From an optimization exercise on the open Yosys and OpenROAD flow, aimed at small area and a short achievable clock period; shortcuts taken in it are not production practice. At most, simulation tests tie the RTL to the original design; equivalence was not proved. Only the layout flow was run in runs 1, 2 and 5; the RTL was not checked for function there. Power figures rest on the tool's default switching activity, not on a simulated workload.

[flow/design.v]
module DecTab(input [7:0] x, output [3:0] ones, output [3:0] tens,
	output ge10, output ge100);
	wire [7:0] z = {x[7], x[6:0] ^ {7{x[7]}}};
	wire [9:0] y;
	wire n0 = z[7];
	wire n1 = !z[7];
	wire n2 = z[0] ? n1 : n0;
	wire n3 = z[0] & n0;
	wire n4 = !z[0] | n1;
	wire n5 = z[1] ? n4 : n3;
	wire n6 = z[1] & n3;
	wire n7 = z[1] ? n3 : n4;
	wire n8 = z[2] ? n7 : n6;
	wire n9 = z[3] ? n8 : n5;
	wire n10 = !z[1] & n4;
	wire n11 = z[2] ? n5 : n10;
	wire n12 = z[2] ? n6 : n5;
	wire n13 = z[3] ? n12 : n11;
	wire n14 = z[4] ? n13 : n9;
	wire n15 = z[2] ? n10 : n7;
	wire n16 = z[3] ? n5 : n15;
	wire n17 = z[3] ? n11 : n8;
	wire n18 = z[4] ? n17 : n16;
	wire n19 = z[5] ? n18 : n14;
	wire n20 = z[3] ? n15 : n12;
	wire n21 = z[4] ? n9 : n20;
	wire n22 = z[4] ? n16 : n13;
	wire n23 = z[5] ? n22 : n21;
	wire n24 = z[6] ? n23 : n19;
	wire n25 = !z[1] | n4;
	wire n26 = z[2] ? n25 : n6;
	wire n27 = z[1] | n3;
	wire n28 = z[2] & n27;
	wire n29 = z[3] ? n28 : n26;
	wire n30 = z[2] ? n6 : n10;
	wire n31 = !z[2] & n25;
	wire n32 = z[3] ? n31 : n30;
	wire n33 = z[4] ? n32 : n29;
	wire n34 = z[2] ? n10 : n27;
	wire n35 = z[3] ? n26 : n34;
	wire n36 = z[3] ? n30 : n28;
	wire n37 = z[4] ? n36 : n35;
	wire n38 = z[5] ? n37 : n33;
	wire n39 = z[3] ? n34 : n31;
	wire n40 = z[4] ? n29 : n39;
	wire n41 = z[4] ? n35 : n32;
	wire n42 = z[5] ? n41 : n40;
	wire n43 = z[6] ? n42 : n38;
	wire n44 = z[2] & n6;
	wire n45 = !z[2] & n10;
	wire n46 = z[3] ? n45 : n44;
	wire n47 = !z[2] & n5;
	wire n48 = z[2] ? n10 : n6;
	wire n49 = z[3] ? n48 : n47;
	wire n50 = z[4] ? n49 : n46;
	wire n51 = z[2] & n5;
	wire n52 = z[3] ? n44 : n51;
	wire n53 = z[3] ? n47 : n45;
	wire n54 = z[4] ? n53 : n52;
	wire n55 = z[5] ? n54 : n50;
	wire n56 = z[3] ? n51 : n48;
	wire n57 = z[4] ? n46 : n56;
	wire n58 = z[4] ? n52 : n49;
	wire n59 = z[5] ? n58 : n57;
	wire n60 = z[6] ? n59 : n55;
	wire n61 = z[2] | n27;
	wire n62 = z[3] & n61;
	wire n63 = z[3] ? n28 : n31;
	wire n64 = z[4] ? n63 : n62;
	wire n65 = !z[2] | n25;
	wire n66 = !z[3] & n65;
	wire n67 = z[3] ? n31 : n61;
	wire n68 = z[4] ? n67 : n66;
	wire n69 = z[5] ? n68 : n64;
	wire n70 = z[3] ? n65 : n28;
	wire n71 = z[4] ? n62 : n70;
	wire n72 = z[4] ? n66 : n63;
	wire n73 = z[5] ? n72 : n71;
	wire n74 = z[6] ? n73 : n69;
	wire n75 = z[2] | n6;
	wire n76 = z[3] | n75;
	wire n77 = z[4] & n76;
	wire n78 = z[3] & n75;
	wire n79 = z[4] ? n78 : n66;
	wire n80 = z[5] ? n79 : n77;
	wire n81 = !z[3] | n65;
	wire n82 = !z[4] & n81;
	wire n83 = z[3] | n44;
	wire n84 = z[4] & n83;
	wire n85 = z[5] ? n84 : n82;
	wire n86 = z[6] ? n85 : n80;
	wire n87 = z[4] | n83;
	wire n88 = z[5] & n87;
	wire n89 = !z[5] & n82;
	wire n90 = z[6] ? n89 : n88;
	wire n91 = z[3] & n44;
	wire n92 = z[4] | n91;
	wire n93 = !z[3] & n31;
	wire n94 = !z[4] & n93;
	wire n95 = z[5] ? n94 : n92;
	wire n96 = z[6] & n95;
	wire n97 = z[4] | n62;
	wire n98 = z[5] | n97;
	wire n99 = z[6] | n98;
	wire n100 = z[4] | n76;
	wire n101 = z[5] & n100;
	wire n102 = z[6] & n101;
	assign y[0] = n2;
	assign y[1] = n24;
	assign y[2] = n43;
	assign y[3] = n60;
	assign y[4] = n74;
	assign y[5] = n86;
	assign y[6] = n90;
	assign y[7] = n96;
	assign y[8] = n99;
	assign y[9] = n102;
	assign ones = y[3:0];
	assign tens = y[7:4];
	assign ge10 = y[8];
	assign ge100 = y[9];
endmodule
module BcdSeg(input [3:0] d, output [6:0] segs);
	wire A = d[3], B = d[2], C = d[1], D = d[0];
	assign segs[0] = !(A | C | (B & D) | (!B & !D));
	assign segs[1] = !(!B | (!C & !D) | (C & D));
	assign segs[2] = !(B | !C | D);
	assign segs[3] = !((!B & !D) | (!B & C) | (C & !D) | (B & !C & D));
	assign segs[4] = !((!B & !D) | (C & !D));
	assign segs[5] = !(A | (!C & !D) | (B & !C) | (B & !D));
	assign segs[6] = !(A | (B & !C) | (!B & C) | (C & !D));
endmodule
module HexSeg(input [3:0] bin, output [6:0] segs);
	wire n0 = bin[0];
	wire n1 = !bin[1] & n0;
	wire n2 = !bin[0];
	wire n3 = !bin[1] & n2;
	wire n4 = bin[2] ? n3 : n1;
	wire n5 = bin[1] & n0;
	wire n6 = bin[2] ? n1 : n5;
	wire n7 = bin[3] ? n6 : n4;
	wire n8 = bin[1] ? n2 : n0;
	wire n9 = bin[2] & n8;
	wire n10 = bin[1] | n2;
	wire n11 = bin[2] ? n10 : n5;
	wire n12 = bin[3] ? n11 : n9;
	wire n13 = bin[1] & n2;
	wire n14 = !bin[2] & n13;
	wire n15 = bin[2] & n10;
	wire n16 = bin[3] ? n15 : n14;
	wire n17 = bin[1] ? n0 : n2;
	wire n18 = bin[2] ? n17 : n1;
	wire n19 = bin[2] ? n5 : n8;
	wire n20 = bin[3] ? n19 : n18;
	wire n21 = !bin[1] | n0;
	wire n22 = bin[2] ? n21 : n0;
	wire n23 = !bin[2] & n1;
	wire n24 = bin[3] ? n23 : n22;
	wire n25 = bin[1] | n0;
	wire n26 = bin[2] ? n5 : n25;
	wire n27 = bin[2] & n1;
	wire n28 = bin[3] ? n27 : n26;
	wire n29 = !bin[1];
	wire n30 = bin[2] ? n5 : n29;
	wire n31 = bin[2] & n3;
	wire n32 = bin[3] ? n31 : n30;
	assign segs[0] = n7;
	assign segs[1] = n12;
	assign segs[2] = n16;
	assign segs[3] = n20;
	assign segs[4] = n24;
	assign segs[5] = n28;
	assign segs[6] = n32;
endmodule
module Ctrl(input [6:0] ip, output [6:0] tgt,
	output g_ld0, g_ldsz, g4_set, g4_clr, g5_set, g5_clr,
	output g6_set, g6_clr, s0_we, s1_we, s2_we, s3_we,
	output d_we, f0_clr, f1_clr, f2_clr, f3_clr, f4_we,
	output f5_we, sz_clr, sz_shl, sz_shr, sz_one, sz5_set,
	output sz5_clr, s0_dinp, s0_s1, s0_sum, s0_mq, s1_s0,
	output s2_s1, f4_sum, f5_shr, c_f0, c_f1, c_f2,
	output c_f3, c_sz0, c_szeq1, c_sz1, c_sz2, c_sz3,
	output c_fz, c_go);
	assign g_ld0 = (!ip[6] & !ip[5] & !ip[3] & !ip[2] & !ip[1] & !ip[0]);
	assign g_ldsz = (ip[6] & ip[5] & ip[3] & ip[2] & ip[1] & ip[0]) | (ip[5] & ip[4] & ip[3] & !ip[2] & ip[1] & !ip[0]);
	assign g4_set = (!ip[6] & !ip[4] & ip[3] & !ip[2] & !ip[1] & !ip[0]);
	assign g4_clr = (ip[5] & !ip[4] & !ip[3] & ip[1] & ip[0]) | (ip[5] & !ip[3] & !ip[2] & ip[1] & ip[0]) | (ip[6] & !ip[5] & !ip[4] & ip[2] & !ip[1] & ip[0]) | (!ip[6] & !ip[5] & ip[4] & !ip[2] & ip[1] & !ip[0]);
	assign g5_set = (ip[5] & !ip[4] & !ip[3] & ip[1] & !ip[0]) | (ip[6] & !ip[5] & !ip[4] & ip[2] & !ip[1] & !ip[0]);
	assign g5_clr = (!ip[5] & ip[4] & ip[3] & !ip[2] & ip[1] & ip[0]) | (!ip[6] & ip[5] & !ip[4] & ip[3] & ip[0]) | (ip[6] & !ip[5] & !ip[3] & ip[2] & !ip[0]) | (!ip[6] & ip[5] & ip[4] & !ip[3] & !ip[1] & !ip[0]);
	assign g6_set = (!ip[6] & ip[5] & ip[3] & ip[2] & ip[1] & ip[0]);
	assign g6_clr = (!ip[6] & ip[5] & ip[3] & ip[2] & !ip[1] & !ip[0]);
	assign s0_we = (ip[6] & !ip[3] & ip[2] & !ip[1] & !ip[0]) | (ip[6] & ip[4] & ip[2] & ip[1] & ip[0]) | (ip[6] & !ip[5] & !ip[4] & !ip[2] & !ip[1] & ip[0]) | (ip[5] & ip[4] & !ip[3] & ip[2] & !ip[1] & ip[0]) | (!ip[6] & !ip[5] & ip[4] & !ip[3] & ip[1] & ip[0]);
	assign s1_we = (ip[4] & !ip[3] & ip[2] & ip[1] & !ip[0]) | (ip[6] & ip[5] & ip[3] & !ip[2] & !ip[1] & ip[0]) | (ip[6] & !ip[5] & !ip[4] & ip[3] & ip[2] & ip[1] & !ip[0]);
	assign s2_we = (ip[6] & ip[5] & !ip[4] & !ip[2] & ip[1] & !ip[0]) | (!ip[6] & ip[5] & !ip[3] & ip[2] & ip[1] & ip[0]) | (!ip[6] & !ip[5] & ip[4] & !ip[3] & !ip[1] & ip[0]) | (!ip[5] & !ip[4] & ip[3] & ip[2] & ip[1] & ip[0]);
	assign s3_we = (!ip[5] & ip[4] & !ip[3] & ip[2] & !ip[1] & !ip[0]);
	assign d_we = (ip[6] & ip[5] & !ip[4] & !ip[2] & !ip[1] & !ip[0]) | (!ip[6] & ip[5] & ip[3] & ip[2] & !ip[1] & ip[0]) | (ip[6] & !ip[5] & !ip[4] & !ip[2] & ip[1] & !ip[0]) | (!ip[6] & !ip[5] & ip[3] & !ip[2] & !ip[1] & !ip[0]);
	assign f0_clr = (!ip[6] & !ip[4] & ip[3] & ip[2] & ip[0]);
	assign f1_clr = (!ip[6] & !ip[5] & !ip[4] & ip[3] & !ip[1] & !ip[0]);
	assign f2_clr = (!ip[6] & !ip[4] & ip[3] & ip[1] & ip[0]);
	assign f3_clr = (!ip[6] & !ip[5] & !ip[4] & ip[3] & !ip[2] & !ip[0]);
	assign f4_we = (ip[6] & !ip[3] & ip[2] & !ip[1] & !ip[0]) | (ip[6] & !ip[5] & !ip[4] & !ip[2] & !ip[1] & ip[0]);
	assign f5_we = (!ip[6] & !ip[5] & ip[4] & ip[3] & ip[2] & ip[0]) | (ip[5] & !ip[4] & !ip[2] & ip[1] & ip[0]) | (ip[6] & !ip[5] & ip[4] & !ip[3] & !ip[1] & !ip[0]) | (!ip[6] & ip[5] & ip[4] & !ip[2] & !ip[1] & !ip[0]);
	assign sz_clr = (!ip[6] & !ip[4] & !ip[3] & ip[2] & !ip[1] & ip[0]);
	assign sz_shl = (!ip[6] & !ip[5] & ip[4] & ip[3] & ip[2] & !ip[1] & ip[0]);
	assign sz_shr = (ip[5] & !ip[4] & !ip[2] & ip[1] & ip[0]) | (ip[6] & !ip[5] & ip[4] & !ip[3] & !ip[1] & !ip[0]) | (!ip[6] & !ip[5] & ip[3] & ip[2] & ip[1] & ip[0]) | (!ip[6] & ip[5] & ip[4] & !ip[2] & !ip[1] & !ip[0]);
	assign sz_one = (!ip[6] & ip[5] & !ip[4] & !ip[3] & !ip[0]);
	assign sz5_set = (ip[6] & ip[5] & ip[3] & ip[2] & !ip[1] & ip[0]) | (ip[6] & !ip[5] & !ip[3] & !ip[2] & ip[1] & !ip[0]);
	assign sz5_clr = (ip[6] & ip[5] & ip[4] & ip[0]) | (!ip[6] & !ip[4] & !ip[3] & ip[2] & !ip[1] & ip[0]);
	assign s0_dinp = (!ip[5] & !ip[3]);
	assign s0_s1 = (!ip[6] & ip[5]);
	assign s0_sum = (!ip[2]);
	assign s0_mq = (!ip[0]);
	assign s1_s0 = (!ip[5] & !ip[3]);
	assign s2_s1 = (!ip[1]);
	assign f4_sum = (ip[0]);
	assign f5_shr = (!ip[2]) | (ip[1]);
	assign c_f0 = (!ip[6] & !ip[4] & ip[3] & ip[2] & ip[0]);
	assign c_f1 = (!ip[6] & !ip[4] & ip[3] & ip[2] & !ip[0]);
	assign c_f2 = (!ip[6] & !ip[4] & ip[3] & ip[1] & ip[0]);
	assign c_f3 = (!ip[6] & !ip[4] & ip[3] & ip[1] & !ip[0]);
	assign c_sz0 = (ip[5] & !ip[3] & !ip[2] & ip[1] & !ip[0]) | (!ip[6] & ip[3] & ip[2] & ip[1] & !ip[0]) | (ip[6] & !ip[5] & !ip[4] & !ip[3] & ip[0]) | (ip[6] & ip[4] & ip[3] & !ip[2] & !ip[0]) | (!ip[6] & !ip[5] & ip[4] & ip[3] & ip[2] & !ip[0]);
	assign c_szeq1 = (!ip[5] & !ip[4] & ip[3] & !ip[2] & !ip[1] & !ip[0]);
	assign c_sz1 = (ip[6] & ip[4] & ip[3] & !ip[1] & !ip[0]);
	assign c_sz2 = (ip[6] & ip[4] & ip[2] & !ip[1] & ip[0]);
	assign c_sz3 = (ip[6] & ip[4] & ip[2] & ip[1] & !ip[0]) | (!ip[6] & !ip[5] & ip[3] & !ip[2] & !ip[1] & ip[0]);
	assign c_fz = (ip[5] & !ip[4] & !ip[3] & !ip[1] & ip[0]) | (ip[6] & !ip[5] & !ip[3] & !ip[1] & ip[0]) | (ip[6] & ip[5] & ip[3] & ip[2] & !ip[1] & !ip[0]) | (ip[6] & !ip[5] & !ip[4] & !ip[2] & ip[1] & ip[0]);
	assign c_go = (ip[5] & !ip[4] & !ip[3] & !ip[2] & ip[0]) | (!ip[6] & !ip[5] & ip[3] & ip[2] & ip[1] & !ip[0]) | (!ip[6] & ip[5] & !ip[4] & ip[1]) | (ip[6] & ip[5] & ip[4] & ip[1]) | (ip[6] & !ip[5] & !ip[4] & !ip[3] & !ip[1]) | (ip[6] & !ip[3] & !ip[2] & ip[1] & ip[0]) | (!ip[6] & !ip[4] & ip[2] & ip[1] & ip[0]);
	assign tgt[0] = (ip[4] & !ip[3] & !ip[1]) | (!ip[6] & ip[4] & !ip[1] & !ip[0]);
	assign tgt[1] = (ip[6] & !ip[2]) | (!ip[6] & ip[2]) | (!ip[6] & ip[5]) | (ip[1] & ip[0]) | (ip[5] & ip[3]);
	assign tgt[2] = (!ip[5] & ip[4] & ip[2]) | (ip[2] & !ip[1] & !ip[0]) | (ip[6] & !ip[2] & ip[1] & ip[0]) | (!ip[6] & !ip[3] & !ip[1]) | (!ip[6] & !ip[5] & !ip[2] & !ip[0]);
	assign tgt[3] = (ip[5]) | (ip[6] & !ip[4]) | (!ip[6] & ip[4]) | (!ip[3] & ip[1]) | (!ip[4] & ip[2] & ip[1]) | (!ip[6] & !ip[1] & ip[0]) | (ip[6] & !ip[2] & !ip[0]);
	assign tgt[4] = (!ip[6] & !ip[5] & !ip[4] & !ip[2]) | (ip[4] & !ip[3] & !ip[1]) | (!ip[6] & ip[4] & !ip[1] & !ip[0]) | (!ip[6] & ip[3] & ip[2] & ip[0]);
	assign tgt[5] = (ip[6] & ip[2] & !ip[1]) | (!ip[6] & !ip[2] & ip[0]) | (!ip[5] & ip[4] & ip[2] & ip[1]) | (ip[4] & ip[1] & ip[0]);
	assign tgt[6] = (ip[6] & ip[2] & !ip[1]) | (!ip[6] & !ip[4] & !ip[1]) | (ip[6] & !ip[5] & !ip[2] & ip[0]) | (!ip[5] & ip[4] & ip[2] & ip[1]);
endmodule
module MyComputer(
	input Clock,
	output [9:0] LEDR,
	input [9:0] SW,
	input [3:0] KEY,
	output [6:0] HEX0,
	output [6:0] HEX1,
	output [6:0] HEX2,
	output [6:0] HEX3,
	output [6:0] HEX4,
	output [6:0] HEX5
);
	reg rs1, rs2, rst;
	reg [4:0] dcnt;
	wire dtog = (dcnt == 5'd29);
	wire rst_n = dtog ? !rst : rst;      
	always @(posedge Clock) begin
		rs1 <= SW[9];
		rs2 <= rs1;
		dcnt <= ((rst == rs2) | dtog) ? 5'd0 : dcnt + 5'd1;
		rst <= rst_n;
	end
	reg ts1;
	reg [3:0] k1, k2, k3;
	always @(posedge Clock) begin
		ts1 <= SW[8];
		k1 <= {KEY[3], ~KEY[2:0]};
		k2 <= k1;
		k3 <= k2;
	end
	wire [3:0] pb = k3 & ~k2;
	reg [7:0] pdat, dinp;
	always @(posedge Clock)
		if (k1[3] & ~KEY[3]) pdat <= SW[7:0];
	reg [7:0] cnt;
	reg go, ngo;
	wire cwrap = (cnt == 8'h68);
	wire go_n = !rst_n && ((!rst && cwrap) || ts1);
	always @(posedge Clock) begin
		cnt <= rst ? 8'h02 : cwrap ? 8'h01 : {cnt[6:0], cnt[7] ^ cnt[5] ^ cnt[4] ^ cnt[3]};
		go <= go_n;
		ngo <= !go_n;
	end
	reg [6:0] ip;
	reg [7:0] s0, s1, s2, s3;    
	reg [3:0] sz;                
	reg sz5;                     
	reg [5:0] gout;              
	reg enA, enB_n, enC, enD_n;  
	reg [5:0] flag;
	wire [6:0] tgt;
	wire g_ld0, g_ldsz, g4_set, g4_clr, g5_set, g5_clr, g6_set, g6_clr;
	wire s0_we, s1_we, s2_we, s3_we, d_we;
	wire f0_clr, f1_clr, f2_clr, f3_clr, f4_we, f5_we;
	wire sz_clr, sz_shl, sz_shr, sz_one, sz5_set, sz5_clr;
	wire s0_dinp, s0_s1, s0_sum, s0_mq, s1_s0, s2_s1, f4_sum, f5_shr;
	wire c_f0, c_f1, c_f2, c_f3, c_sz0, c_szeq1, c_sz1, c_sz2, c_sz3, c_fz, c_go;
	Ctrl ctl(.ip(ip), .tgt(tgt),
		.g_ld0(g_ld0), .g_ldsz(g_ldsz), .g4_set(g4_set), .g4_clr(g4_clr),
		.g5_set(g5_set), .g5_clr(g5_clr), .g6_set(g6_set), .g6_clr(g6_clr),
		.s0_we(s0_we), .s1_we(s1_we), .s2_we(s2_we), .s3_we(s3_we), .d_we(d_we),
		.f0_clr(f0_clr), .f1_clr(f1_clr), .f2_clr(f2_clr), .f3_clr(f3_clr),
		.f4_we(f4_we), .f5_we(f5_we),
		.sz_clr(sz_clr), .sz_shl(sz_shl), .sz_shr(sz_shr), .sz_one(sz_one),
		.sz5_set(sz5_set), .sz5_clr(sz5_clr),
		.s0_dinp(s0_dinp), .s0_s1(s0_s1), .s0_sum(s0_sum), .s0_mq(s0_mq),
		.s1_s0(s1_s0), .s2_s1(s2_s1), .f4_sum(f4_sum), .f5_shr(f5_shr),
		.c_f0(c_f0), .c_f1(c_f1), .c_f2(c_f2), .c_f3(c_f3), .c_sz0(c_sz0),
		.c_szeq1(c_szeq1), .c_sz1(c_sz1), .c_sz2(c_sz2), .c_sz3(c_sz3),
		.c_fz(c_fz), .c_go(c_go));
	wire sz0 = (sz == 4'd0);
	wire fz = (flag == 6'd0);
	wire taken = c_go | (c_f0 & flag[0]) | (c_f1 & flag[1]) | (c_f2 & flag[2]) |
		(c_f3 & flag[3]) | (c_sz0 & sz0) | (c_szeq1 & (sz == 4'd1)) |
		(c_sz1 & sz[1]) | (c_sz2 & sz[2]) | (c_sz3 & sz[3]) | (c_fz & fz);
	wire [6:0] nip = taken ? tgt : ip + 7'd1;
	reg [8:0] ma;
	reg [7:0] mq;
	reg [3:0] mc;
	reg mrst, mlast, povr;
	wire mdone = mc[3] & mc[0];
	wire msub = mlast & mq[0];
	wire [8:0] aa = mc[3] ? {s1[7], s1} : ma;
	wire [8:0] ab = ({s0[7], s0} ^ {9{msub}}) & {9{mc[3] | mq[0]}};
	wire [8:0] msum;
	Add9 add(.a(aa), .b(ab), .cin(msub), .s(msum));
	always @(posedge Clock) begin
		mrst <= !ngo & (s0_we | s1_we);
		mlast <= !mrst && (mc == 4'd6);
		if (mrst) begin
			ma <= 9'd0;
			mq <= s1;
			mc <= 4'd0;
		end else if (!mdone) begin
			if (mc[3]) begin
				ma <= msum;
				povr <= !((&{ma[7:0], mq[7]}) | ~(|{ma[7:0], mq[7]}));
			end else begin
				ma <= {msum[8], msum[8:1]};
				mq <= {msum[0], mq[7:1]};
			end
			mc <= mc + 4'd1;
		end
	end
	wire sum_ov = ma[8] ^ ma[7];
	reg [6:0] so, st_n;    
	reg h2one, h2neg;      
	reg h3neg;             
	wire neg = s0[7];
	wire [3:0] ones, tens;
	wire ge10, ge100;
	wire [6:0] so_n, sgt;
	DecTab dec(.x(s0), .ones(ones), .tens(tens), .ge10(ge10), .ge100(ge100));
	BcdSeg sg0(.d(ones), .segs(so_n));
	BcdSeg sg1(.d(tens), .segs(sgt));
	always @(posedge Clock) begin
		if (!ngo) begin
			ip <= nip;
			if (s0_we) s0 <= ({8{s0_dinp}} & dinp) | ({8{s0_s1}} & s1) |
				({8{s0_sum}} & ma[7:0]) | ({8{s0_mq}} & mq);
			if (s1_we) s1 <= s1_s0 ? s0 : s2;
			if (s2_we) s2 <= s2_s1 ? s1 : s3;
			if (s3_we) s3 <= s2;
			if (d_we) begin
				so <= so_n;
				st_n <= ge10 ? ~sgt : neg ? 7'h40 : 7'h00;
				h2one <= ge100;
				h2neg <= neg && ge10 && !ge100;
				h3neg <= neg && ge100;
			end
			if (g_ld0 | g_ldsz) gout[3:0] <= g_ldsz ? sz : 4'd0;
			if (g_ld0 | g_ldsz | g4_clr | g4_set) gout[4] <= g4_set;
			if (g_ld0 | g_ldsz | g5_clr | g5_set) gout[5] <= g5_set | (g_ldsz & sz5);
			if (f0_clr) flag[0] <= 1'b0;
			if (f1_clr) flag[1] <= 1'b0;
			if (f2_clr) flag[2] <= 1'b0;
			if (f3_clr) flag[3] <= 1'b0;
			if (f4_we) flag[4] <= f4_sum ? sum_ov : povr;
			if (f5_we) flag[5] <= f5_shr & sz[0];
			if (sz_clr) sz <= 4'd0;
			if (sz_shl) sz <= {sz[2:0], 1'b0};
			if (sz_shr) sz <= {1'b0, sz[3:1]};
			if (sz_one) sz <= 4'd1;
			if (sz5_clr) sz5 <= 1'b0;
			if (sz5_set) sz5 <= 1'b1;
		end
		if (rst) begin
			ip <= 7'd0;
			flag <= 6'd0;
		end else begin
			if (pb[0]) flag[0] <= 1'b1;
			if (pb[1]) flag[1] <= 1'b1;
			if (pb[2]) flag[2] <= 1'b1;
			if (pb[3]) begin flag[3] <= 1'b1; dinp <= pdat; end
		end
	end
	wire enA_set = !ngo & (g6_set | g_ldsz);
	wire enA_clr = !ngo & (g6_clr | g_ld0);
	wire enC_set = !ngo & (ip == 7'd58 || ip == 7'd63 || ip == 7'd111);
	wire enC_clr = !ngo & (ip == 7'd0 || ip == 7'd60);
	always @(posedge Clock) begin
		enA <= enA_set | (enA & !enA_clr);
		enB_n <= enA_clr | (enB_n & !enA_set);
		enC <= enC_set | (enC & !enC_clr);
		enD_n <= enC_clr | (enD_n & !enC_set);
	end
	reg [6:0] hx4, hx5;
	wire [6:0] hx4_n, hx5_n;
	HexSeg sg4(.bin(ip[3:0]), .segs(hx4_n));
	HexSeg sg5(.bin({1'b0, ip[6:4]}), .segs(hx5_n));
	always @(posedge Clock) begin
		hx4 <= hx4_n;
		hx5 <= hx5_n;
	end
	assign LEDR = {flag[5], flag[4], flag[3], go, gout};
	assign HEX0 = {so[6:4] | {3{!enC}}, so[3:0] | {4{!enA}}};
	assign HEX1 = {~(st_n[6:4] & {3{!enD_n}}), ~(st_n[3:0] & {4{!enB_n}})};
	assign HEX2 = {!(enC && h2neg), 3'b111, !(enC && h2one), !(enC && h2one), 1'b1};
	assign HEX3 = {!(!enD_n && h3neg), 6'h3f};
	assign HEX4 = hx4;
	assign HEX5 = hx5;
endmodule
module Add9(input [8:0] a, input [8:0] b, input cin, output [8:0] s);
	wire [8:0] p = a ^ b;
	wire [8:0] g0 = a & b;
	wire [8:0] G0 = {g0[8:1], g0[0] | (p[0] & cin)};
	wire [8:0] P0 = {p[8:1], 1'b0};
	wire [8:0] G1, P1;
	wire [8:0] G2, P2, G3, P3, G4;
	genvar i;
	generate
		for (i = 0; i < 9; i = i + 1) begin : pf
			if (i % 2 == 1) begin : l1c
				assign G1[i] = G0[i] | (P0[i] & G0[i-1]);
				assign P1[i] = P0[i] & P0[i-1];
			end else begin : l1p
				assign G1[i] = G0[i];
				assign P1[i] = P0[i];
			end
			if ((i / 2) % 2 == 1) begin : l2c
				assign G2[i] = G1[i] | (P1[i] & G1[(i/4)*4+1]);
				assign P2[i] = P1[i] & P1[(i/4)*4+1];
			end else begin : l2p
				assign G2[i] = G1[i];
				assign P2[i] = P1[i];
			end
			if ((i / 4) % 2 == 1) begin : l3c
				assign G3[i] = G2[i] | (P2[i] & G2[(i/8)*8+3]);
				assign P3[i] = P2[i] & P2[(i/8)*8+3];
			end else begin : l3p
				assign G3[i] = G2[i];
				assign P3[i] = P2[i];
			end
			if (i == 8) begin : l4c
				assign G4[i] = G3[i] | (P3[i] & G3[7]);
			end else begin : l4p
				assign G4[i] = G3[i];
			end
		end
	endgenerate
	assign s = p ^ {G4[7:0], cin};
endmodule
[flow/standard.sh]
#!/bin/bash
# synth_recipe.tcl (not shown) runs the flow's synth.tcl, then flattens the netlist and writes it again
# the make line also repeats each setting of config.mk as NAME=value (left out here)
make -C /OpenROAD-flow-scripts/flow DESIGN_CONFIG=/design/flow/config.mk WORK_HOME=/design/flow/orfs CLKGATE_MAP_FILE= SYNTH_SCRIPT=/design/flow/synth_recipe.tcl "${@:-finish}"
[flow/config.mk]
export PLATFORM = sky130hd
export DESIGN_NAME = MyComputer
export DESIGN_NICKNAME = MyComputer
export VERILOG_FILES = /design/flow/design.v
export SDC_FILE = /design/flow/constraint.sdc
export NUM_CORES = 4
export LEC_CHECK = 0
export ABC_AREA = 1
export CAP_MARGIN = 20
export CORE_MARGIN = 2
export CORE_UTILIZATION = 40
export CTS_BUF_LIST = sky130_fd_sc_hd__clkbuf_8
export CTS_CLUSTER_SIZE = 20
export PLACE_DENSITY = 0.6
export SLEW_MARGIN = 20
[flow/constraint.sdc]
create_clock -name core_clock -period 11.0 [get_ports {Clock}]
set_input_delay 2.2000 -clock core_clock [delete_from_list [all_inputs] [get_ports {Clock}]]
set_output_delay 2.2000 -clock core_clock [all_outputs]
set_load 0.01 [all_outputs]
[flow/flow/run.sh]
#!/bin/bash
# The standard layout (standard.sh), with buf_4 cells as the port buffers
# instead of the default delay buffers.

bash standard.sh "BUFFER_PORTS_ARGS=-buffer_cell sky130_fd_sc_hd__buf_4" finish > standard.log 2>&1
==> run_results.csv, run 1 <==
group,metric,value,unit
critical_path,cp_data_arrival_time,1.27,ns
timing,hold_viol,0,
timing,maxSlewHeadroom,40.95,%
status,status,"no timing/DRC/antenna violations",
finish,final_cell_mix,"311 x nand2_1, 130 x inv_1, 113 x nor2_1, 90 x nand3_1, 85 x edfxtp_1",
power_and_ir_drop,power.switching,1.574,mW
clock_tree,cts_sinks,162,
timing,rsz0062_at_grt,"false",
global_route,grt_pass1_vias,6973,
critical_path,required,8.80,ns
run,maxCapViolCount,0,
critical_path,setup.worst_path.end_class,"output port",
synthesis,yosysWarnings,1,
drt,dr.pass1.iters,8,
timing,fin_skew,0.01885,ns
timing,setup_viol,0,
drt,wire_per_inst,14.89,um
global_route,grt_max_degree,29,
critical_path,timing.rr.start,"ip[5]$_SDFFE_PP0N_",
synthesis,syn_inst,1151,
clock_tree,cts_buffer_depth,2,
global_route,grt_usage,18.83,%
finish,n_antenna_cell,0,
die,die_y,153.4,um
clock_tree,postCtsSetupRepairBufs,0,
hold_path,min_path_type,"reg2reg",
clock_tree,clock_latency,0.47,ns
critical_path,crit_type,"reg2out",
timing,slew_violations,0,
finish,fin_cells,1477,
synthesis,yosysSeqAreaShare,45.83,%
power_and_ir_drop,swShare,48.18,%
placed_design,gp_congestion,0.9410,
critical_path,cp_max_fo,1,
drt,routed_via_density,5.160,
timing,timing.fmax,288.2,MHz
timing,finalSetupTns,0,ns
clock_tree,root_buffer,"clkbuf_8",
clock_tree,clk_pin_slew,0.09,ns
finish,nNetsFinal,1231,
clock_tree,cts_htree_levels,4,
drt,vias,7622,
power_and_ir_drop,p_seq_share,31.5,%
finish,final_common_cell,"nand2_1",
finish,area_growth,10.43,%
power_and_ir_drop,static-leakage-power,4.476,nW
die,start_util,40.81,%
timing,post-route-period-util,31.55,%
critical_path,cp-start-kind,"flop",
die,die-area,0.02355,mm^2
timing,worst-slew-pin-transition,0.8794,ns
die,die_w,153.4,um
drt,drt_wl_total,22000,um
clock_tree,cts_tree,"built",
drt,drtIter0Drc,853,
finish,final_util,45.07,%
synthesis,synth_largest_area_cell,"edfxtp_1",
global_route,grt_overflow,0,
critical_path,startpoint,"so[0]$_DFFE_PP_",
die,io_pins,67,
placed_design,numPortBuffers,56,
power_and_ir_drop,intPower,1.693,mW
placed_design,dpl.hpwl,16270,um
clock_tree,numCtsBuffers,17,
power_and_ir_drop,pwr-share-comb,54.9,%
synthesis,synthDistinctLibCells,53,
die,rows,54,
clock_tree,cts_resized,0,
timing,fin_crit,3.470,ns
global_route,antenna_found_initial,0,
power_and_ir_drop,pwr-share-clk,13.6,%
drt,drc,0,
finish,drive_gt1_share,10.11,%
synthesis,synth_area,0.008934,mm^2
synthesis,ys_top_cells_by_area,"edfxtp_1 29%, dfxtp_1 17%, nand2_1 13%",
placed_design,place_inst,1445,
die,core,0.02189,mm^2
synthesis,async_flop_share,0,%
power_and_ir_drop,p_per_area,331.1,mW/mm^2
finish,fillers,2220,
synthesis,synth_area_per_cell,7.762,um^2
synthesis,synth_edf_count,85,
drt,ant_nets,0,
power_and_ir_drop,ir_worst_vdd,0.1478,mV
global_route,grt_pass1_wl,35910,um
synthesis,synth_seq_cells,162,
synthesis,synth_top_area_share,28.57,%
hold_path,hold_start,"k1[1]$_DFF_P_",
synthesis,synth_flop_cell,"edfxtp_1",
clock_tree,cts_hold_buf,0,
## per-layer routing
metal	track usage (%)	part of all wire, %
met1	27.97	47
met2	27.78	42
met3	3.856	8.2
met4	5.286	1.9
met5	0	0
## path summary, 6_finish.rpt
| kind | to | slack, ns | cells after the start |
|---|---|---|---|
| setup / recovery | HEX0[0] | 7.53 | 2 |
| hold / removal | k2[1]$_DFF_P_ | 0.32 | 0 |
| setup reg to reg | s2[7]$_DFFE_PP_ | 7.80 | 4 |
| hold reg to reg | k2[1]$_DFF_P_ | 0.32 | 0 |
## registers in the layout, indices dropped and copies added, names as in the netlist, 8 cells and up
name	cells
cnt	8
dinp	8
ma	9
mq	8
pdat	8
s0	8
s1	8
s2	8
s3	8
## area by class of cell
cell class / instances / area [um^2] / share of cell area, %
clock buffer: 18 / 247.7 / 2.511
clock inverter: 14 / 153.9 / 1.560
inverter: 140 / 525.5 / 5.327
multi-input combinational: 801 / 4029 / 40.84
sequential: 162 / 4094 / 41.50
tap: 280 / 350.3 / 3.551
timing repair buffer: 62 / 465.4 / 4.718
## cell families (layout without fill, tap and decap cells)
group                    count (synthesis)  after routing  synth area share, %
AND/OR/NAND/NOR                        568            568                26.50
buffers and inverters                  197            234                9.454
AO/OA/AOI/OAI                          169            169                10.74
flip-flops                             162            162                45.83
adder cells (fa/ha/maj)                 32             32                4.818
XOR/XNOR                                22             22                2.619
other                                    1             10              0.04198
## power groups by stage
stage	sequential [mW]	combinational (mW)	clock (mW)
after global routing	1.05	2.02	0.483
after floorplan	0.963	1.37	0
after detailed placement	1.04	1.77	0
final	1.03	1.79	0.445
after CTS	1.03	1.77	0.457
after global placement	1.04	1.75	0
## worst max-delay path, stage by stage (launching register included)
cell and delay, ns:
edfxtp_1 0.38, or2_2 0.29, buf_4 0.14
## synth_stat cells, drive strengths merged, types with 2 or more instances
cell / instances
a21o: 2
a21oi: 49
a22oi: 7
a31oi: 6
a41oi: 3
buf: 37
clkbuf: 20
clkinv: 6
dfxtp: 77
edfxtp: 85
fa: 4
ha: 28
inv: 134
nand2: 318
nand3: 91
nand3b: 3
nand4: 11
nor2: 118
nor3: 16
nor4: 3
o2111ai: 4
o211ai: 4
o21ai: 79
o21bai: 2
o221ai: 2
o22ai: 3
o311ai: 2
or2: 6
xnor2: 9
xor2: 13
## metrics by stage
stage / area [um^2] / hold WS (ns) / worst slack [ns] / power (mW)
6_report: 9866 / 0.3217 / 7.530 / 3.266
4_1_cts: 9866 / 0.3225 / 7.499 / 3.259
3_3_place_gp: 9464 / 0.3107 / 7.859 / 2.791
5_1_grt: 9866 / 0.3283 / 7.469 / 3.557
2_1_floorplan: 8967 / 0.3096 / 8.048 / 2.328
3_5_place_dp: 9464 / 0.3121 / 7.840 / 2.806
==> run 2: changes to the inputs <==
--- a/flow/config.mk
+++ b/flow/config.mk
@@ -10,6 +10,6 @@
 export CORE_MARGIN = 2
-export CORE_UTILIZATION = 40
+export CORE_UTILIZATION = 55
 export CTS_BUF_LIST = sky130_fd_sc_hd__clkbuf_8
 export CTS_CLUSTER_SIZE = 20
-export PLACE_DENSITY = 0.6
+export PLACE_DENSITY = 0.75
 export SLEW_MARGIN = 20
==> run 2 against run 1 <==
  * First-iteration DRC count fell by 6.1%
  * Synthesized area did not move
  * Clock-buffer cell count fell by 1
  * Core utilization rose by 17 points
  * Final cell count fell by 4.3%
  * Sequential share of layout area rose by 0.31 points
  * Clock skew fell by 0.0083 ns
  * Critical path depth did not move
  * Setup slack got worse by 0.016 ns
  * Clock power fell by 4%
  * Maximum frequency fell by 0.45%
  * Register-to-register slack barely moved
  * Largest power group unchanged
  * Highest routed layer unchanged
==> run_results.csv, run 2 <==
group,metric,value,unit
drt,vias,7729,
synthesis,async_flop_share,0,%
critical_path,crit_type,"reg2out",
die,start_util,56.24,%
finish,postLayoutCellArea,0.009793,mm^2
die,core,0.01589,mm^2
finish,drive_gt1_share,10.36,%
clock_tree,postCtsSetupRepairBufs,0,
clock_tree,cts_htree_levels,4,
synthesis,synth_flop_cell,"edfxtp_1",
synthesis,synth_edf_count,85,
synthesis,synth_top_area_share,28.57,%
status,status,"no timing/DRC/antenna violations",
timing,post-route-period-util,31.69,%
finish,n_antenna_cell,0,
drt,drt_wl_total,21190,um
clock_tree,cts_sinks,162,
finish,regMostFlops,"ma",
synthesis,synth_largest_area_cell,"edfxtp_1",
clock_tree,cts_hold_buf,0,
global_route,grt_overflow,0,
timing,hold_viol,0,
synthesis,synthTopCellsByCount,"311 x nand2_1, 128 x inv_1, 113 x nor2_1",
clock_tree,cts_resized,0,
placed_design,numPortBuffers,56,
critical_path,cp_max_fo,1,
synthesis,yosysWarnings,1,
critical_path,crit_chain,"or2_2 -> buf_4",
critical_path,cp_slowest_stage_delay,0.37,ns
finish,final_util,61.65,%
drt,dr.pass1.iters,6,
drt,ant_nets,0,
power_and_ir_drop,p_per_area,332.3,mW/mm^2
drt,routed_via_density,5.470,
die,die_w,131.4,um
clock_tree,cts_buffer_depth,2,
timing,maxSlewHeadroom,35.70,%
clock_tree,cts_tree,"built",
clock_tree,numCtsBuffers,17,
placed_design,placed_cell_area,0.009389,mm^2
timing,setup_viol,0,
global_route,grt_pass1_wl,34620,um
synthesis,synth_area,0.008934,mm^2
clock_tree,clock_latency,0.47,ns
drt,drc,0,
drt,wire_per_inst,14.99,um
placed_design,dpl.hpwl,15280,um
synthesis,synthDistinctLibCells,53,
placed_design,gp_congestion,1.003,
timing,rsz0062_at_grt,"false",
die,rows,46,
critical_path,crit_path_top_delay_cell,"edfxtp_1",
power_and_ir_drop,static-leakage-power,4.472,nW
finish,final_common_cell,"nand2_1",
critical_path,critPathBufInv,1,
synthesis,synth_seq_cells,162,
critical_path,required,8.80,ns
hold_path,min_path_type,"reg2reg",
timing,slew_violations,0,
die,die_y,131.4,um
synthesis,yosysSeqAreaShare,45.83,%
finish,nNetsFinal,1231,
power_and_ir_drop,ir_worst_vdd,0.1445,mV
die,io_pins,67,
timing,fin_crit,3.486,ns
finish,largest_reg_flops,9,
run,maxCapViolCount,0,
synthesis,syn_inst,1151,
global_route,grt_pass1_vias,6988,
timing,fin_skew,0.01055,ns
global_route,grt_max_degree,33,
die,die-area,0.01728,mm^2
critical_path,cp_data_arrival_time,1.29,ns
synthesis,ys_top_cells_by_area,"edfxtp_1 29%, dfxtp_1 17%, nand2_1 13%",
critical_path,setup.worst_path.end_class,"output port",
clock_tree,clk_pin_slew,0.10,ns
critical_path,path_delay_family,"flip-flops",
synthesis,yosysMostFrequentCell,"nand2_1",
finish,area_growth,9.622,%
critical_path,cp-start-kind,"flop",
timing,worst-slew-pin-transition,0.9610,ns
global_route,antenna_found_initial,0,
timing,timing.fmax,286.9,MHz
timing,finalSetupTns,0,ns
clock_tree,root_buffer,"clkbuf_8",
drt,drtIter0Drc,801,
finish,final_cell_mix,"311 x nand2_1, 128 x inv_1, 113 x nor2_1, 90 x nand3_1, 85 x edfxtp_1",
synthesis,synth_area_per_cell,7.762,um^2
global_route,grt_usage,24.81,%
run 2: cell count changes in the layout (fill, tap and decap cells not counted), sizes merged:
| cell | delta |
|---|---|
| clkinv | +6 |
| bufinv | -2 |
| clkinvlp | -2 |
| clkbuf | -1 |
| inv | -1 |
run 2: per-stage QoR:
stage | setup slack [ns] | hold slack (ns) | total power [mW] | std cells
2_1_floorplan | 8.048 | 0.3096 | 2.328 | 1160
3_3_place_gp | 7.862 | 0.3099 | 2.757 | 1381
3_5_place_dp | 7.851 | 0.3143 | 2.788 | 1381
4_1_cts | 7.479 | 0.3368 | 3.222 | 1413
5_1_grt | 7.443 | 0.3487 | 3.529 | 1413
6_report | 7.514 | 0.3341 | 3.254 | 1413
run 2: final timing paths:
path                           to  cells past startpoint                from  slack (ns)
setup / recovery          HEX0[1]                      2     so[1]$_DFFE_PP_        7.51
hold / removal      k2[2]$_DFF_P_                      0       k1[2]$_DFF_P_        0.33
setup reg to reg  s2[0]$_DFFE_PP_                      4  ip[5]$_SDFFE_PP0N_        7.80
hold reg to reg     k2[2]$_DFF_P_                      0       k1[2]$_DFF_P_        0.33
run 2: layer usage:
| layer | GRT usage, % | routed length (um) | up-vias |
|---|---|---|---|
| li1 | - | - | 3817 |
| met1 | 35.12 | 9438 | 3488 |
| met2 | 37.35 | 9408 | 381 |
| met3 | 5.247 | 1832 | 43 |
| met4 | 9.662 | 507 | 0 |
| met5 | 0 | 0 | - |
run 2: cell type report:
class	count	area (um^2)
Clock buffer	17	234.0
Clock inverter	15	170.2
Fill cell	1473	6092
Inverter	140	525.5
Multi-Input combinational cell	801	4034
Sequential cell	162	4094
Tap cell	216	270.3
Timing Repair Buffer	62	465.4
run 2: cell families after synthesis:
group	share of synthesized area, %
other	0.04198
AOI/OAI and AO/OA	10.74
DFF	45.83
adders and majority gates	4.818
and+or+nand+nor	26.50
buffers and inverters	9.454
xor gates and xnor gates	2.619
run 2: report_power, final:
| part | internal [mW] | switching [mW] | leakage (nW) | total, mW |
|---|---|---|---|---|
| clock network | 0.171 | 0.257 | 0.198 | 0.428 |
| registers | 0.869 | 0.144 | 1.43 | 1.01 |
| logic | 0.616 | 1.20 | 2.84 | 1.81 |
==> run 3: changes to the inputs <==
--- a/flow/design.v
+++ b/flow/design.v
@@ -340,3 +340,3 @@
 	wire sum_ov = ma[8] ^ ma[7];
-	reg [6:0] so, st_n;    
+	reg [6:0] so_n, st_n;  
 	reg h2one, h2neg;      
@@ -346,5 +346,5 @@
 	wire ge10, ge100;
-	wire [6:0] so_n, sgt;
+	wire [6:0] sgo, sgt;
 	DecTab dec(.x(s0), .ones(ones), .tens(tens), .ge10(ge10), .ge100(ge100));
-	BcdSeg sg0(.d(ones), .segs(so_n));
+	BcdSeg sg0(.d(ones), .segs(sgo));
 	BcdSeg sg1(.d(tens), .segs(sgt));
@@ -359,3 +359,3 @@
 			if (d_we) begin
-				so <= so_n;
+				so_n <= ~sgo;
 				st_n <= ge10 ? ~sgt : neg ? 7'h40 : 7'h00;
@@ -410,3 +410,3 @@
 	assign LEDR = {flag[5], flag[4], flag[3], go, gout};
-	assign HEX0 = {so[6:4] | {3{!enC}}, so[3:0] | {4{!enA}}};
+	assign HEX0 = {~(so_n[6:4] & {3{enC}}), ~(so_n[3:0] & {4{enA}})};
 	assign HEX1 = {~(st_n[6:4] & {3{!enD_n}}), ~(st_n[3:0] & {4{!enB_n}})};
==> flow/flow/run.sh (replaced) <==
#!/bin/bash
# The standard layout (standard.sh), with buf_2 cells as the port buffers
# instead of the default delay buffers.
bash standard.sh "BUFFER_PORTS_ARGS=-buffer_cell sky130_fd_sc_hd__buf_2" finish > standard.log 2>&1
--- a/flow/config.mk
+++ b/flow/config.mk
@@ -10,6 +10,6 @@
 export CORE_MARGIN = 2
-export CORE_UTILIZATION = 55
-export CTS_BUF_LIST = sky130_fd_sc_hd__clkbuf_8
-export CTS_CLUSTER_SIZE = 20
-export PLACE_DENSITY = 0.75
+export CORE_UTILIZATION = 40
+export CTS_BUF_LIST = sky130_fd_sc_hd__clkbuf_16
+export CTS_CLUSTER_SIZE = 40
+export PLACE_DENSITY = 0.6
 export SLEW_MARGIN = 20
==> run 3 against run 2 <==
  * Clock skew decreased by 0.0011 ns
  * Still clean on timing, DRC and antenna
  * Setup slack improved by 0.19 ns
  * Sequential share of layout area increased by 0.091 points
  * Die area increased by 35%
  * Global-route usage decreased by 5.3 points
  * Sequential power increased by 4%
  * Critical path depth unchanged
  * Sequential cell count unchanged
  * Largest power group unchanged
  * Non-clock buffer count unchanged
  * Power increased by 2.5%
  * Core utilization decreased by 17 points
==> run_results.csv, run 3 <==
group,metric,value,unit
critical_path,timing.rr.start,"ip[2]$_SDFFE_PP0N_",
clock_tree,clock_latency,0.43,ns
global_route,grt_pass1_wl,36800,um
global_route,grt_overflow,0,
synthesis,async_flop_share,0,%
power_and_ir_drop,intPower,1.739,mW
placed_design,dpl.hpwl,16510,um
timing,slew_violations,0,
hold_path,min_path_cells,0,
clock_tree,cts_tree,"built",
synthesis,syn_inst,1114,
hold_path,min_path_type,"reg2reg",
synthesis,synth_area,0.008836,mm^2
clock_tree,cts_sinks,162,
drt,dr.pass1.iters,5,
critical_path,required,8.80,ns
placed_design,gp_congestion,0.9738,
finish,fillers,2182,
finish,final_common_cell,"nand2_1",
drt,wire_per_inst,15.64,um
die,io_pins,67,
timing,maxSlewHeadroom,36.98,%
timing,timing.fmax,303.3,MHz
status,status,"no timing/DRC/antenna violations",
timing,finalSetupTns,0,ns
finish,largest_reg_flops,9,
critical_path,cp-start-kind,"flop",
drt,ant_nets,0,
critical_path,crit_chain,"nand2_1 -> buf_2",
critical_path,crit_path_top_delay_cell,"dfxtp_1",
finish,fin_cells,1443,
synthesis,synthTopCellsByCount,"306 x nand2_1, 120 x inv_1, 104 x nor2_1",
placed_design,place_inst,1411,
timing,worst-slew-pin-transition,0.9452,ns
power_and_ir_drop,p_seq_share,31.4,%
critical_path,r2r_slack,7.82,ns
power_and_ir_drop,p_per_area,341.5,mW/mm^2
finish,n_antenna_cell,0,
critical_path,crit_type,"reg2out",
clock_tree,cts_resized,0,
critical_path,cp_data_arrival_time,1.10,ns
synthesis,synthDistinctLibCells,55,
critical_path,cp_slowest_stage_delay,0.43,ns
critical_path,cp_max_fo,6,
global_route,grt_max_degree,32,
critical_path,setup.worst_path.end_class,"output port",
finish,regMostFlops,"ma",
hold_path,hold_end,"k2[1]$_DFF_P_",
critical_path,r2r_end,"ip[0]$_SDFFE_PP0N_",
global_route,grt_pass1_vias,6866,
clock_tree,clk_pin_slew,0.06,ns
placed_design,placed_cell_area,0.009238,mm^2
drt,drtIter0Drc,863,
die,core,0.02176,mm^2
timing,rsz0062_at_grt,"false",
power_and_ir_drop,pwr-share-comb,52.3,%
clock_tree,cts_hold_buf,0,
drt,route.met3.wl,1815,um
finish,drive_gt1_share,10.49,%
synthesis,synth_flop_cell,"edfxtp_1",
timing,hold_viol,0,
timing,post-route-period-util,29.98,%
run,maxCapViolCount,0,
clock_tree,cts_buffer_depth,2,
synthesis,ys_top_cells_by_area,"edfxtp_1 29%, dfxtp_1 17%, nand2_1 13%",
hold_path,hold_start,"k1[1]$_DFF_P_",
clock_tree,root_buffer,"clkbuf_16",
synthesis,synth_largest_area_cell,"edfxtp_1",
timing,fin_crit,3.297,ns
die,die-area,0.02329,mm^2
finish,nNetsFinal,1197,
global_route,antenna_found_initial,0,
synthesis,synth_edf_count,85,
power_and_ir_drop,ir_worst_vdd,0.1248,mV
clock_tree,postCtsSetupRepairBufs,0,
drt,drc,0,
synthesis,yosysSeqAreaShare,46.33,%
critical_path,reg2reg_depth,11,
drt,wl_met1,10750,um
power_and_ir_drop,power.switching,1.598,mW
clock_tree,numCtsBuffers,17,
die,die_y,152.6,um
critical_path,critPathBufInv,1,
power_and_ir_drop,swShare,47.90,%
finish,final_cell_mix,"306 x nand2_1, 120 x inv_1, 104 x nor2_1, 85 x edfxtp_1, 80 x nand3_1",
synthesis,synth_seq_cells,162,
synthesis,yosysWarnings,1,
drt,dr_wl_met2,9503,um
drt,top_layer_used,"met4",
drt,vias,7541,
critical_path,path_delay_family,"flip-flops",
die,rows,54,
die,start_util,40.61,%
clock_tree,cts_htree_levels,4,
synthesis,yosysMostFrequentCell,"nand2_1",
timing,setup_viol,0,
timing,fin_skew,0.009458,ns
placed_design,numPortBuffers,56,
power_and_ir_drop,static-leakage-power,4.443,nW
finish,area_growth,10.59,%
drt,drt_wl_total,22570,um
power_and_ir_drop,pwr-share-clk,16.3,%
synthesis,synth_top_area_share,28.89,%
global_route,grt_usage,19.56,%
drt,routed_via_density,5.226,
synthesis,synth_area_per_cell,7.932,um^2
finish,postLayoutCellArea,0.009772,mm^2
die,die_w,152.6,um
==> run 3: cell types whose count changed in the layout (fill, tap and decap cells not counted), moves of 6 or more <==
| cell | change |
|---|---|
| buf_2 | +56 |
| buf_4 | -56 |
| clkbuf_16 | +17 |
| clkbuf_8 | -17 |
| inv_1 | -8 |
| nand3_1 | -10 |
| nor2_1 | -9 |
| nor3_1 | +11 |
| o21ai_0 | -15 |
| o21bai_1 | +6 |
==> run 3: worst max path at each step <==
stage                  startpoint                end  cells after the start
2_1_floorplan              KEY[3]  pdat[0]$_DFFE_PP_                      1
3_3_place_gp               KEY[3]  pdat[0]$_DFFE_PP_                      2
3_5_place_dp               KEY[3]  pdat[0]$_DFFE_PP_                      2
4_1_cts               enC$_DFF_P_            HEX2[2]                      2
5_1_grt        ip[2]$_SDFFE_PP0N_    s1[4]$_DFFE_PP_                      6
6_report              enC$_DFF_P_            HEX2[2]                      2
==> run 3: per-layer routing <==
| layer | global-route usage [%] | vias up |
|---|---|---|
| met4 | 5.996 | 0 |
| met2 | 28.53 | 318 |
| li1 | - | 3732 |
| met1 | 29.16 | 3450 |
| met3 | 3.925 | 41 |
| met5 | 0 | - |
==> run 3: cells by family after synthesis <==
group | after synthesis | synth area share, %
flops | 162 | 46.33
fa+ha+maj | 32 | 4.871
other cells | 1 | 0.04244
compound gates | 161 | 10.65
simple gates | 554 | 26.66
buf+inv | 185 | 9.091
xor+xnor | 19 | 2.351
==> run 3: worst reg2reg max path, delay by kind of cell (launching register included) <==
family	cells	cell delay, ns
AOI/OAI and AO/OA	1	0.19
buffers and inverters	1	0.60
DFF	1	0.86
and+or+nand+nor	9	1.44
==> run 3: layout make-up <==
class	count	area, um^2	share of cell area [%]
flip-flops and latches	162	4094	41.90
multi-input cells	776	3976	40.69
inverters	131	491.7	5.032
clock buffers	17	425.4	4.353
well taps	280	350.3	3.585
repair buffers	62	325.3	3.329
clock inverters	15	108.9	1.114
==> run 3: through the flow <==
stage | setup WS [ns] | hold WS (ns) | power, mW | util [%]
6_report | 7.703 | 0.3274 | 3.337 | 44.92
5_1_grt | 7.525 | 0.3399 | 3.628 | 44.92
4_1_cts | 7.677 | 0.3277 | 3.328 | 44.92
3_5_place_dp | 7.871 | 0.3121 | 2.776 | 42.46
3_3_place_gp | 7.874 | 0.3119 | 2.772 | 42.46
2_1_floorplan | 8.048 | 0.3096 | 2.330 | -
==> run 3: power groups by stage <==
stage	combinational [mW]	sequential, mW	clock (mW)
after global placement	1.71	1.06	0
after CTS	1.73	1.05	0.553
after floorplan	1.36	0.973	0
final	1.75	1.05	0.542
after detailed placement	1.72	1.06	0
after global routing	1.98	1.07	0.580
==> run 4: changes to the inputs <==
--- a/flow/config.mk
+++ b/flow/config.mk
@@ -11,4 +11,4 @@
 export CORE_UTILIZATION = 40
-export CTS_BUF_LIST = sky130_fd_sc_hd__clkbuf_16
-export CTS_CLUSTER_SIZE = 40
+export CTS_BUF_LIST = sky130_fd_sc_hd__clkbuf_8
+export CTS_CLUSTER_SIZE = 20
 export PLACE_DENSITY = 0.6
==> run 4 against run 3 <==
  * Synthesized area is the same
  * Still clean
  * Largest cell class unchanged
  * Worst hold slack gained 0.0056 ns
  * Wire length fell by 0.60%
  * Power shrank 4.8%
  * Core utilization down 0.88 points
  * Sequential cell count did not move
  * Via count down 1.2%
  * Clock skew up 0.0047 ns
  * Register-to-register slack improved by 0.02 ns
  * Cell area decreased by 2.0%
  * Largest power group unchanged
==> run_results.csv, run 4 <==
group,metric,value,unit
status,status,"no timing/DRC/antenna violations",
clock_tree,cts_resized,0,
critical_path,crit_path_top_delay_cell,"dfxtp_1",
critical_path,setup.worst_path.end_class,"output port",
hold_path,hold_end,"k2[1]$_DFF_P_",
die,io_pins,67,
drt,wire_per_inst,15.54,um
die,die-area,0.02329,mm^2
timing,post-route-period-util,30.35,%
drt,dr.pass1.iters,6,
timing,maxSlewHeadroom,38.08,%
drt,drtIter0Drc,832,
die,start_util,40.61,%
timing,hold_viol,0,
placed_design,numPortBuffers,56,
synthesis,synth_largest_area_cell,"edfxtp_1",
global_route,antenna_found_initial,0,
synthesis,synthTopCellsByCount,"306 x nand2_1, 120 x inv_1, 104 x nor2_1",
drt,routed_via_density,5.162,
critical_path,crit_chain,"nand2_1 -> buf_2",
critical_path,reg2reg_depth,5,
clock_tree,root_buffer,"clkbuf_8",
clock_tree,clk_pin_slew,0.09,ns
finish,final_cell_mix,"306 x nand2_1, 120 x inv_1, 104 x nor2_1, 85 x edfxtp_1, 80 x nand3_1",
hold_path,hold_start,"k1[1]$_DFF_P_",
critical_path,crit_type,"reg2out",
finish,final_util,44.04,%
synthesis,yosysSeqAreaShare,46.33,%
drt,drc,0,
synthesis,synth_seq_cells,162,
clock_tree,cts_buffer_depth,2,
critical_path,required,8.80,ns
timing,setup_viol,0,
synthesis,synth_area_per_cell,7.932,um^2
finish,largest_reg_flops,9,
global_route,grt_max_degree,32,
placed_design,gp_congestion,0.9738,
die,die_y,152.6,um
die,core,0.02176,mm^2
critical_path,cp-start-kind,"flop",
finish,nNetsFinal,1197,
synthesis,synthDistinctLibCells,55,
run,maxCapViolCount,0,
die,die_w,152.6,um
clock_tree,postCtsSetupRepairBufs,0,
power_and_ir_drop,p_per_area,331.4,mW/mm^2
synthesis,async_flop_share,0,%
timing,finalSetupTns,0,ns
finish,n_antenna_cell,0,
critical_path,timing.rr.start,"ip[3]$_SDFFE_PP0N_",
finish,final_common_cell,"nand2_1",
global_route,grt_overflow,0,
global_route,grt_pass1_vias,6836,
critical_path,cp_slowest_stage_delay,0.44,ns
finish,drive_gt1_share,10.49,%
timing,worst-slew-pin-transition,0.9288,ns
clock_tree,cts_htree_levels,4,
synthesis,synth_flop_cell,"edfxtp_1",
synthesis,yosysMostFrequentCell,"nand2_1",
finish,regMostFlops,"ma",
finish,area_growth,8.425,%
global_route,grt_usage,19.59,%
critical_path,r2r_slack,7.84,ns
power_and_ir_drop,ir_worst_vdd,0.1079,mV
synthesis,yosysWarnings,1,
drt,vias,7449,
power_and_ir_drop,static-leakage-power,4.355,nW
timing,fin_crit,3.338,ns
placed_design,dpl.hpwl,16510,um
clock_tree,numCtsBuffers,17,
drt,drt_wl_total,22430,um
critical_path,cp_data_arrival_time,1.14,ns
synthesis,synth_edf_count,85,
clock_tree,clock_latency,0.46,ns
clock_tree,cts_sinks,162,
timing,slew_violations,0,
synthesis,ys_top_cells_by_area,"edfxtp_1 29%, dfxtp_1 17%, nand2_1 13%",
critical_path,r2r_end,"s2[7]$_DFFE_PP_",
timing,timing.fmax,299.5,MHz
hold_path,min_path_cells,0,
synthesis,synth_area,0.008836,mm^2
timing,fin_skew,0.01417,ns
hold_path,min_path_type,"reg2reg",
clock_tree,cts_tree,"built",
synthesis,syn_inst,1114,
critical_path,cp_max_fo,6,
die,rows,54,
clock_tree,cts_hold_buf,0,
synthesis,synth_top_area_share,28.89,%
drt,ant_nets,0,
global_route,grt_pass1_wl,36780,um
timing,rsz0062_at_grt,"false",
run 4: worst max-delay path: cells and delay by family (launching register included):
| family | cells | cell delay (ns) |
|---|---|---|
| buf+inv | 1 | 0.15 |
| flops | 1 | 0.44 |
| simple gates | 1 | 0.10 |
run 4: cell type report:
type | count | area [um^2]
well taps | 280 | 350.3
flip-flops and latches | 162 | 4094
clock buffers | 17 | 234.0
multi-input cells | 776 | 3976
clock inverters | 15 | 108.9
inverters | 131 | 491.7
repair buffers | 62 | 325.3
fillers | 2202 | 12180
run 4: worst max-delay path by stage:
stage | from | end | slack [ns] | cells after the start
2_1_floorplan | KEY[3] | pdat[0]$_DFFE_PP_ | 8.05 | 1
3_3_place_gp | KEY[3] | pdat[0]$_DFFE_PP_ | 7.87 | 2
3_5_place_dp | KEY[3] | pdat[0]$_DFFE_PP_ | 7.87 | 2
4_1_cts | enC$_DFF_P_ | HEX2[2] | 7.61 | 2
5_1_grt | ip[2]$_SDFFE_PP0N_ | s1[4]$_DFFE_PP_ | 7.50 | 6
6_report | enC$_DFF_P_ | HEX2[2] | 7.66 | 2
run 4: routing by layer:
metal	GRT usage [%]	vias to the layer above	wire [um]
met5	0	-	0
met4	6.261	0	512
met3	3.754	38	1959
met2	28.49	324	9424
met1	29.28	3360	10540
li1	-	3727	-
run 4: kinds of logic (layout without fill, tap and decap cells):
kind of cell             after synthesis  in the layout  synth area share, %
adder cells (fa/ha/maj)               32             32                4.871
XOR/XNOR                              19             19                2.351
flip-flops                           162            162                46.33
buffers and inverters                185            225                9.091
AO/OA/AOI/OAI                        161            161                10.65
other                                  1             10              0.04244
AND/OR/NAND/NOR                      554            554                26.66
run 4: metrics by stage:
stage | power, mW | hold slack, ns | std cells | setup WS (ns) | instance area, um^2
2_1_floorplan | 2.330 | 0.3096 | 1123 | 8.048 | 8870
4_1_cts | 3.175 | 0.3335 | 1443 | 7.615 | 9580
3_3_place_gp | 2.772 | 0.3119 | 1411 | 7.874 | 9238
5_1_grt | 3.474 | 0.3512 | 1443 | 7.495 | 9580
6_report | 3.175 | 0.3331 | 1443 | 7.662 | 9580
3_5_place_dp | 2.776 | 0.3121 | 1411 | 7.871 | 9238
run 4: power breakdown:
group	switching, mW	internal (mW)	total [mW]	leakage, nW
sequential	0.178	0.869	1.05	1.43
clock	0.233	0.158	0.391	0.168
combinational	1.16	0.577	1.74	2.76
total	1.57	1.60	3.18	4.36
==> run 5: changes to the inputs <==
--- a/flow/design.v
+++ b/flow/design.v
@@ -283,3 +283,3 @@
 	reg [5:0] gout;              
-	reg enA, enB_n, enC, enD_n;  
+	reg enA, enB_n, enC, enD_n, enE;  
 	reg [5:0] flag;
@@ -400,2 +400,3 @@
 		enD_n <= enC_clr | (enD_n & !enC_set);
+		enE <= enC_set | (enE & !enA_clr);
 	end
@@ -412,3 +413,3 @@
 	assign HEX1 = {~(st_n[6:4] & {3{!enD_n}}), ~(st_n[3:0] & {4{!enB_n}})};
-	assign HEX2 = {!(enC && h2neg), 3'b111, !(enC && h2one), !(enC && h2one), 1'b1};
+	assign HEX2 = {!(enE && h2neg), 3'b111, !(enE && h2one), !(enE && h2one), 1'b1};
 	assign HEX3 = {!(!enD_n && h3neg), 6'h3f};
==> run 5 against run 4 <==
  * Synthesized cell count up 0.90%
  * Via count rose by 1.4%
  * Final cell count is 0.97% higher
  * Non-clock buffer count grew 2
  * Clock skew rose by 0.0011 ns
  * Synthesized area down 0.45%
  * Critical endpoint is now HEX1[4]
  * Maximum frequency up 0.72%
  * Clock-buffer cell count unchanged
  * Still clean on timing, DRC and antenna
  * Sequential share of layout area is 0.064 points lower
  * Register-to-register slack better by 0.09 ns
==> run_results.csv, run 5 <==
group,metric,value,unit
status,status,"no timing/DRC/antenna violations",
drt,routed_via_density,5.183,
global_route,grt_pass1_wl,36810,um
finish,regArea,0.004114,mm^2
critical_path,reg2reg_depth,7,
critical_path,required,8.80,ns
synthesis,synth_seq_cells,163,
critical_path,r2r_end,"s2[2]$_DFFE_PP_",
drt,vias,7551,
die,rows,54,
synthesis,yosysSeqAreaShare,46.77,%
clock_tree,cts_tree,"built",
finish,nNetsFinal,1211,
hold_path,min_path_type,"reg2reg",
timing,fin_crit,3.314,ns
timing,slew_violations,0,
clock_tree,cts_sinks,163,
power_and_ir_drop,p_per_area,333.1,mW/mm^2
timing,finalSetupTns,0,ns
global_route,grt_overflow,0,
synthesis,synth_area,0.008796,mm^2
finish,multi_input_area,0.003905,mm^2
clock_tree,clk_pin_slew,0.10,ns
synthesis,synth_compound_area_share,10.21,%
finish,area_growth,9.616,%
synthesis,ys_top_cells_by_area,"edfxtp_1 29%, dfxtp_1 18%, nand2_1 13%",
placed_design,dpl.hpwl,16300,um
placed_design,gp_congestion,0.9614,
finish,n_antenna_cell,0,
synthesis,synth_top_family_by_area,"simple AND/OR/NAND/NOR gates",
finish,final_cell_mix,"306 x nand2_1, 128 x inv_1, 110 x nor2_1, 85 x edfxtp_1, 82 x nand3_1",
die,core,0.02169,mm^2
clock_tree,root_buffer,"clkbuf_8",
die,start_util,40.56,%
synthesis,yosysMostFrequentCell,"nand2_1",
power_and_ir_drop,ir_worst_vdd,0.1049,mV
drt,wire_per_inst,15.44,um
run,maxCapViolCount,0,
clock_tree,postCtsSetupRepairBufs,0,
clock_tree,numCtsBuffers,17,
synthesis,yosysWarnings,1,
clock_tree,cts_buffer_depth,2,
power_and_ir_drop,pwr-share-clk,14.4,%
synthesis,synth-xor-area-share,2.134,%
timing,post-route-period-util,30.13,%
power_and_ir_drop,intPower,1.626,mW
global_route,antenna_found_initial,0,
die,io_pins,67,
power_and_ir_drop,p_seq_share,31.8,%
critical_path,setup.worst_path.end_class,"output port",
synthesis,synthDistinctLibCells,47,
synthesis,synthTopCellsByCount,"306 x nand2_1, 128 x inv_1, 110 x nor2_1",
hold_path,hold_start,"k1[2]$_DFF_P_",
power_and_ir_drop,pwr-share-comb,53.8,%
clock_tree,cts_resized,0,
drt,dr.pass1.iters,6,
synthesis,syn_inst,1124,
synthesis,synthMuxAreaShare,0,%
critical_path,timing.rr.start,"ip[3]$_SDFFE_PP0N_",
critical_path,crit_type,"reg2out",
finish,final_common_cell,"nand2_1",
die,die_y,152.3,um
finish,regMostFlops,"ma",
die,die_w,152.3,um
power_and_ir_drop,static-leakage-power,4.424,nW
power_and_ir_drop,power.switching,1.586,mW
critical_path,cp_max_fo,5,
hold_path,min_path_cells,0,
drt,ant_nets,0,
power_and_ir_drop,swShare,49.38,%
timing,setup_viol,0,
drt,drtIter0Drc,882,
finish,fin_cells,1457,
timing,rsz0062_at_grt,"false",
drt,drt_wl_total,22490,um
global_route,grt_max_degree,31,
synthesis,synth_adder_area_share,4.893,%
synthesis,synth_top_area_share,29.02,%
finish,largest_reg_flops,9,
clock_tree,cts_htree_levels,4,
timing,maxSlewHeadroom,43.33,%
placed_design,numPortBuffers,56,
finish,drive_gt1_share,10.28,%
synthesis,synth_area_per_cell,7.826,um^2
timing,worst-slew-pin-transition,0.8469,ns
critical_path,cp_data_arrival_time,1.11,ns
clock_tree,clock_latency,0.47,ns
die,die-area,0.02319,mm^2
global_route,grt_usage,19.60,%
drt,drc,0,
synthesis,async_flop_share,0,%
global_route,grt_pass1_vias,6868,
timing,hold_viol,0,
synthesis,synth_largest_area_cell,"edfxtp_1",
clock_tree,cts_hold_buf,0,
critical_path,r2r_slack,7.93,ns
critical_path,cp-start-kind,"flop",
synthesis,synth_flop_cell,"edfxtp_1",
placed_design,place_inst,1425,
finish,fillers,2217,
synthesis,yosys.area_share.simple,26.73,%
timing,timing.fmax,301.7,MHz
timing,fin_skew,0.01526,ns
synthesis,synth_edf_count,85,
hold_path,hold_end,"k2[2]$_DFF_P_",
-- run 5: power groups by stage --
stage | Clock (mW) | Sequential (mW) | Combinational [mW]
final | 0.463 | 1.02 | 1.73
after global placement | 0 | 1.03 | 1.70
after CTS | 0.473 | 1.02 | 1.71
after detailed placement | 0 | 1.03 | 1.70
after global routing | 0.498 | 1.04 | 1.96
after floorplan | 0 | 0.974 | 1.32
-- run 5: worst max-delay path: stages, from the launching register on --
cell and delay (ns):
dfxtp_1 0.31, inv_1 0.13, nand2_1 0.07, buf_2 0.14
-- run 5: logic make-up (layout without fill, tap and decap cells) --
logic type / after synthesis / count (layout)
other cells: 1 / 10
fa+ha+maj: 32 / 32
simple gates: 560 / 560
buf+inv: 189 / 233
compound gates: 161 / 161
flops: 163 / 163
xor+xnor: 18 / 18
-- run 5: area by class of cell --
class	instances	share of cell area, %
clock inverter	15	1.908
sequential	163	42.67
multi-input combinational	781	40.50
timing repair buffer	64	3.530
tap	280	3.634
clock buffer	17	2.427
inverter	137	5.334
-- run 5: how the worst max path moves through the flow --
| stage | startpoint | to | slack (ns) | depth (start not counted) |
|---|---|---|---|---|
| after floorplan | KEY[3] | pdat[0]$_DFFE_PP_ | 8.05 | 1 |
| final | enD_n$_DFF_P_ | HEX1[4] | 7.69 | 3 |
| after global routing | ip[3]$_SDFFE_PP0N_ | s2[7]$_DFFE_PP_ | 7.48 | 7 |
| after detailed placement | KEY[3] | pdat[0]$_DFFE_PP_ | 7.86 | 2 |
| after global placement | KEY[3] | pdat[0]$_DFFE_PP_ | 7.87 | 2 |
| after CTS | enB_n$_DFF_P_ | HEX1[1] | 7.64 | 3 |
-- run 5: metrics by stage --
| stage | setup WS (ns) | util [%] | cell area [um^2] | hold slack (ns) | power, mW |
|---|---|---|---|---|---|
| finish | 7.686 | 44.46 | 9642 | 0.3348 | 3.212 |
| global placement | 7.874 | 42.53 | 9224 | 0.3115 | 2.725 |
| floorplan | 8.048 | - | 8830 | 0.3096 | 2.290 |
| global route | 7.477 | 44.46 | 9642 | 0.3429 | 3.502 |
| CTS | 7.642 | 44.46 | 9642 | 0.3366 | 3.203 |
| detailed placement | 7.863 | 42.53 | 9224 | 0.3143 | 2.733 |
-- run 5: metal layers --
layer  up-vias  track usage, %  part of all wire (%)
met5         -               0                     0
li1       3760               -                     -
met3        52           4.522                   8.8
met4         0           7.076                   2.6
met1      3376           29.16                    47
met2       363           27.69                    41

[what the ideal ports hide]
No port has a modelled driver above. Below, the same layouts with a new extraction and two added sets of constraints.
Step 1 assumes that a clkbuf_16 drives the clock port and a buf_2 every other input.
Step 2 also shifts input and output timing later by t, the mid clock arrival at the registers, as if the neighbouring blocks saw the same clock.
a / b / c = ideal ports / drivers / drivers and shift; a / b = the first two.
run | shift t [ns] | slack for setup (ns)
run 1 | 0.498 | 7.530 / 7.493 / 7.796
run 2 | 0.501 | 7.514 / 7.478 / 7.798
run 3 | 0.466 | 7.703 / 7.659 / 7.817
run 4 | 0.493 | 7.662 / 7.623 / 7.841
run 5 | 0.506 | 7.686 / 7.648 / 7.889
After both steps every run listed still meets setup and hold.
